What follows belongs to an exercise in optimizing a design on an open flow for small area, a short achievable clock period and few clock cycles per item; a production flow would make more cautious choices.
Where RTL was checked, it was by simulation tests only, not by an equivalence proof against the original.

// multiplyer
module multiplyer(
    clk,
    rst_n,
    A,
    B,
    result,
    start_sig,
    done_sig
);
Size in the first run: roughly 1100 cells after synthesis, roughly 62 flip-flops, about 100 I/O pins, about 9600 µm² of cells after synthesis.
make LEC_CHECK=0 CAP_MARGIN=20 CORE_MARGIN=2 CORE_UTILIZATION=40 SETUP_SLACK_MARGIN=3.6 SLEW_MARGIN=20 finish   # period 8.0 ns
run.sh (not shown) runs the stock make flow with config.mk's settings and CLKGATE_MAP_FILE= SYNTH_SCRIPT=/design/flow/synth_recipe.tcl, a recipe that flattens the netlist after the stock synthesis.
Rerun with:
--- a/flow/config.mk
+++ b/flow/config.mk
@@ -9,4 +9,4 @@
 export CORE_MARGIN = 2
 export CORE_UTILIZATION = 40
-export SETUP_SLACK_MARGIN = 3.6
+export SETUP_SLACK_MARGIN = 3.0
 export SLEW_MARGIN = 20
Outcome:
- cell count fell by a few percent
- core utilization fell by 4.3 points
- routed wire length fell by a little under a tenth
- global-route usage fell by 2.7 points
- cell area fell by a little under a tenth
- clock skew barely changes
Function was not checked in any run of this note: the RTL went through the layout flow alone.

Another version of the RTL of multiplyer (not shown whole).
For scale: ~920 cells after synthesis, ~100 I/O pins, ~8400 um2 of cells after synthesis.
Settings: LEC_CHECK=0, CAP_MARGIN=20, CORE_MARGIN=2, CORE_UTILIZATION=40, SETUP_SLACK_MARGIN=3.4, SLEW_MARGIN=20; clock period 8.0 ns.
standard.sh (not shown) runs the stock make flow with config.mk's settings and CLKGATE_MAP_FILE= SYNTH_SCRIPT=/design/flow/synth_recipe.tcl, a recipe that flattens the netlist after the stock synthesis.
==> flow/flow/run.sh <==
#!/bin/bash
export BUFFER_PORTS_ARGS="-buffer_cell sky130_fd_sc_hd__buf_2"
bash standard.sh > standard.log 2>&1
Change:
==> flow/run.sh (new file) <==
#!/bin/bash
# synth_recipe.tcl (not shown) runs the flow's synth.tcl, then flattens the netlist and writes it again
# the make line also repeats each setting of config.mk as NAME=value (left out here)
make -C /OpenROAD-flow-scripts/flow DESIGN_CONFIG=/design/flow/config.mk WORK_HOME=/design/flow/orfs CLKGATE_MAP_FILE= SYNTH_SCRIPT=/design/flow/synth_recipe.tcl finish
- SETUP_SLACK_MARGIN: 3.4 -> not set
removed: flow/flow/run.sh
removed: flow/standard.sh
What happened:
- global-route usage went down by 0.73 points
- clock-buffer cell count grows by 1
- final area came out lower by about 0.35%
- register-to-register slack loses 0.24 ns
No run of this note included a check of the RTL's function; only the layout flow was run.

Setup of JK:
Another version of the RTL of multiplyer (not shown whole).
Size: about 9300 sq um of cells after synthesis.
export LEC_CHECK = 0
export CAP_MARGIN = 20
export CORE_MARGIN = 2
export CORE_UTILIZATION = 40
export SETUP_SLACK_MARGIN = 2.5
export SLEW_MARGIN = 20
create_clock -name core_clock -period 8.0 [get_ports {clk}]
==> flow/flow/run.sh <==
#!/bin/bash
set -uo pipefail
export BUFFER_PORTS_ARGS="-buffer_cell sky130_fd_sc_hd__buf_2"
bash standard.sh synth > synth.log 2>&1 || exit 1
R=$(sed -n 's/.*WORK_HOME=\([^ ]*\).*/\1/p' standard.sh | head -1)/results/$FLOW_PLATFORM/multiplyer/base
cp $R/1_2_yosys.v yosys_orig.v
python3 flow/polopt.py yosys_orig.v yosys_pol.v > polopt.log 2>&1
cat > equiv.ys <<EOS
read_liberty -ignore_miss_func $FLOW_HOME/platforms/$FLOW_PLATFORM/lib/sky130_fd_sc_hd__tt_025C_1v80.lib
read_verilog yosys_orig.v
rename $FLOW_TOP gold
read_verilog yosys_pol.v
rename $FLOW_TOP gate
rename -hide gold/w:* gold/x:* %d
rename -hide gate/w:* gate/x:* %d
rename -hide gold/c:_* gate/c:_*
equiv_make gold gate eq
hierarchy -top eq
flatten
async2sync
equiv_simple
equiv_status -assert
EOS
if yosys -s equiv.ys > equiv.log 2>&1; then
  cp yosys_pol.v $R/1_2_yosys.v
  rm -f $R/1_synth.odb
  echo "polarity rewrite used" >> polopt.log
else
  echo "equivalence failed; keeping synthesized netlist" >> polopt.log
fi
bash standard.sh > standard.log 2>&1
Other scripts of this flow, unchanged in this note and not shown: flow/flow/polopt.py
JK ran to completion and came out clean on the timing, DRC and antenna checks.
Testbench counts of JK, summed over its fixed seeds: cycles 6,400, items 1,600.
What MS does differently from JK at the input level:
- changing SETUP_SLACK_MARGIN from 2.5 to 3.0
Results
MS: total length of routed wires is 150 um higher than what JK reported.
MS | stages: all done | timing, DRC, antenna: all pass
Reported for JK and MS, worst slack at placement turned out identical to the last digit.
MS against JK: peak clock frequency supported by timing went up by 13 MHz, net count of the finished layout went up by about 0.66%, clock network area share was more or less identical.

== the previous run ==
multiplyer with an RTL version that a note above also has.
For scale: about 1100 cells after synthesis, roughly 62 flip-flops, roughly 100 I/O pins.
// multiplyer
module multiplyer(
    clk,
    rst_n,
    A,
    B,
    result,
    start_sig,
    done_sig
);
    input   clk;
    input   rst_n;
    input   [31:0]A;
    input   [31:0]B;
    input   start_sig;
    output  [31:0]result;
    output  [3:0]done_sig;
    wire    [23:0]ma = {1'b1, A[22:0]};
    wire    [23:0]mb = {1'b1, B[22:0]};
    reg     [1:0]cnt;       
    reg     [24:0]rX;          
    reg     [24:0]rY;
    reg     rC;
    reg     [8:0]rS;           
    reg     rSign;
    wire    first = (cnt == 2'd0);
    wire    done = (cnt == 2'd3);
    always @(posedge clk or negedge rst_n)
        if (!rst_n)
            cnt <= 2'd0;
        else if (start_sig && !done)
            cnt <= cnt + 1'b1;
        else
            cnt <= 2'd0;
    reg     [7:0]dig;
    always @(*)
        case (cnt)
            2'd0: dig = mb[7:0];
            2'd1: dig = mb[15:8];
            2'd2: dig = mb[23:16];
            default: dig = 8'd0;
        endcase
    wire    [24:0]ax = first ? 25'd0 : rX;
    wire    [24:0]ay = first ? 25'd0 : rY;
    wire    ac = first ? 1'b0 : rC;
    wire pp0_0;
    wire pp0_1;
    wire pp0_2;
    wire pp0_3;
    wire pp0_4;
    wire pp0_5;
    wire pp0_6;
    wire pp0_7;
    wire pp0_8;
    wire pp0_9;
    wire pp0_10;
    wire pp0_11;
    wire pp0_12;
    wire pp0_13;
    wire pp0_14;
    wire pp0_15;
    wire pp0_16;
    wire pp0_17;
    wire pp0_18;
    wire pp0_19;
    wire pp0_20;
    wire pp0_21;
    wire pp0_22;
    wire pp1_0;
    wire pp1_1;
    wire pp1_2;
    wire pp1_3;
    wire pp1_4;
    wire pp1_5;
    wire pp1_6;
    wire pp1_7;
    wire pp1_8;
    wire pp1_9;
    wire pp1_10;
    wire pp1_11;
    wire pp1_12;
    wire pp1_13;
    wire pp1_14;
    wire pp1_15;
    wire pp1_16;
    wire pp1_17;
    wire pp1_18;
    wire pp1_19;
    wire pp1_20;
    wire pp1_21;
    wire pp1_22;
    wire pp2_0;
    wire pp2_1;
    wire pp2_2;
    wire pp2_3;
    wire pp2_4;
    wire pp2_5;
    wire pp2_6;
    wire pp2_7;
    wire pp2_8;
    wire pp2_9;
    wire pp2_10;
    wire pp2_11;
    wire pp2_12;
    wire pp2_13;
    wire pp2_14;
    wire pp2_15;
    wire pp2_16;
    wire pp2_17;
    wire pp2_18;
    wire pp2_19;
    wire pp2_20;
    wire pp2_21;
    wire pp2_22;
    wire pp3_0;
    wire pp3_1;
    wire pp3_2;
    wire pp3_3;
    wire pp3_4;
    wire pp3_5;
    wire pp3_6;
  ...
Settings: LEC_CHECK=0, CAP_MARGIN=20, CORE_MARGIN=2, CORE_UTILIZATION=40, SLEW_MARGIN=20; clock period 8.0 ns.
run.sh (not shown) runs the stock make flow with config.mk's settings and CLKGATE_MAP_FILE= SYNTH_SCRIPT=/design/flow/synth_recipe.tcl, a recipe that flattens the netlist after the stock synthesis.
Stock flow here: none of the scripts above is used.
Modified inputs, the current run compared to the previous run
Settings: SETUP_SLACK_MARGIN now 3.0, previously not set.
==> flow/flow/run.sh (new file) <==
#!/bin/bash
export BUFFER_PORTS_ARGS="-buffer_cell sky130_fd_sc_hd__buf_2"
bash standard.sh > standard.log 2>&1
==> flow/standard.sh (new file) <==
#!/bin/bash
# synth_recipe.tcl (not shown) runs the flow's synth.tcl, then flattens the netlist and writes it again
# the make line also repeats each setting of config.mk as NAME=value (left out here)
make -C /OpenROAD-flow-scripts/flow DESIGN_CONFIG=/design/flow/config.mk WORK_HOME=/design/flow/orfs CLKGATE_MAP_FILE= SYNTH_SCRIPT=/design/flow/synth_recipe.tcl "${@:-finish}"
removed: flow/run.sh
==> run summary <==
- Against the previous run, the current run comes in about 18% higher on fmax.
- Status: met1 routing resource usage after global routing parity (the previous run, the current run)
- The previous run → the current run: area of all placed cells without fillers saw a decrease; non-clock buffer total of the final layout now larger; proportion of cell area occupied by multi-input gates climbed 2.9 points; depth of the worst register-to-register path saw a decrease.
- A launch point of the critical path of rX[14] is what the current run shows, while rX[0] belongs to the previous run.
No functional check of the RTL was part of any run of this note.

## run A
Another version of the RTL of multiplyer (not shown whole).
clock: 8.0 ns
lec_check: 0
cap_margin: 20
core_margin: 2
core_utilization: 70
cts_buf_list: sky130_fd_sc_hd__clkbuf_4 sky130_fd_sc_hd__clkbuf_8
cts_cluster_size: 30
place_density: 0.85
setup_slack_margin: 3.0
slew_margin: 20
standard.sh (not shown) runs the stock make flow with config.mk's settings and CLKGATE_MAP_FILE= SYNTH_SCRIPT=/design/flow/synth_recipe.tcl, a recipe that flattens the netlist after the stock synthesis.
==> flow/flow/run.sh <==
#!/bin/bash
set -uo pipefail
export BUFFER_PORTS_ARGS="-buffer_cell sky130_fd_sc_hd__buf_1"
bash standard.sh synth > synth.log 2>&1 || exit 1
R=$(sed -n 's/.*WORK_HOME=\([^ ]*\).*/\1/p' standard.sh | head -1)/results/$FLOW_PLATFORM/multiplyer/base
LIB=$FLOW_HOME/platforms/$FLOW_PLATFORM/lib/sky130_fd_sc_hd__tt_025C_1v80.lib
cp $R/1_2_yosys.v yosys_orig.v
python3 flow/polopt2.py $LIB yosys_orig.v yosys_pol.v > polopt.log 2>&1
python3 flow/cutff.py yosys_orig.v orig_comb.v
python3 flow/cutff.py yosys_pol.v pol_comb.v
cat > equiv.ys <<EOS
read_liberty -ignore_miss_func $LIB
read_verilog orig_comb.v
rename $FLOW_TOP gold
read_verilog pol_comb.v
rename $FLOW_TOP gate
flatten
miter -equiv -flatten gold gate miter
hierarchy -top miter
techmap
opt -fast
aigmap
write_aiger -zinit miter.aig
EOS
ABC=$(dirname $(command -v yosys))/yosys-abc
if [ -s yosys_pol.v ] && yosys -s equiv.ys > equiv.log 2>&1 && \
   $ABC -c "read miter.aig; print_stats; iprove" > cec.log 2>&1 && \
   grep -q "^UNSATISFIABLE" cec.log; then
  cp yosys_pol.v $R/1_2_yosys.v
  rm -f $R/1_synth.odb
  echo "polarity rewrite used" >> polopt.log
else
  echo "equivalence not proven; keeping synthesized netlist" >> polopt.log
fi
bash standard.sh > standard.log 2>&1
Other scripts of this flow, unchanged in this note and not shown: flow/flow/cutff.py, flow/flow/polopt2.py
Run A completed every stage of the flow, and the final layout passed the timing, DRC and antenna checks.
Testbench counts of run A, summed over its fixed seeds: cycles 4,800, items 1,600.
The inputs of run B differ from those of run A as listed below.
Settings: SETUP_SLACK_MARGIN changed from 3.0 to 2.5; PLACE_DENSITY changed from 0.85 to 0.75; CORE_UTILIZATION changed from 70 to 60.
-- flow/flow/run.sh --
<<< run A, line 3
export BUFFER_PORTS_ARGS="-buffer_cell sky130_fd_sc_hd__buf_1"
>>> run B, line 3
export BUFFER_PORTS_ARGS="-buffer_cell sky130_fd_sc_hd__buf_2"
- Measured slew at the worst slew-check pin: run B vs run A down 0.068 ns
- Delta (run B minus run A): met1 usage in global routing went down 8.5 points, routed length on met3 went down 1200 microns, die area went up 2700 sq um.

-- what the ideal ports hide --
Ports are ideal in the flow. The routed layouts listed here were re-timed in OpenROAD. Step 1 assumes that a clkbuf_16 drives the clock port and a buf_2 every other input. Step 2 also shifts input and output timing later by t, the mid clock arrival at the registers, as if the neighbouring blocks saw the same clock. Three values: ideal, step 1, step 2; two values: the first two.
| run | t (ns) | setup slack, ns | worst register clock-pin slew, ns |
|---|---|---|---|
| the first run of note 1 | 0.382 | 3.201 / 3.155 / 2.889 | 0.06 / 0.06 |
| the second run of note 1 | 0.381 | 2.928 / 2.884 / 2.769 | 0.06 / 0.06 |
| the first run of note 2 | 0.385 | 2.937 / 2.889 / 3.273 | 0.06 / 0.06 |
| the second run of note 2 | 0.388 | 2.038 / 1.991 / 2.379 | 0.06 / 0.06 |
| JK | 0.382 | 2.769 / 2.722 / 2.830 | 0.06 / 0.06 |
| MS | 0.382 | 3.103 / 3.056 / 2.879 | 0.06 / 0.06 |
| the previous run | 0.377 | 2.241 / 2.197 / 2.232 | 0.06 / 0.06 |
| the current run | 0.389 | 3.136 / 3.090 / 2.858 | 0.06 / 0.06 |
| run A | 0.423 | 3.021 / 3.028 / 2.604 | 0.10 / 0.10 |
| run B | 0.411 | 2.794 / 2.758 / 2.404 | 0.09 / 0.09 |
After both steps every run listed still meets setup and hold. For run A, which loses most, drivers alone change the setup slack by +0.007 ns; drivers and shift together by -0.417 ns.
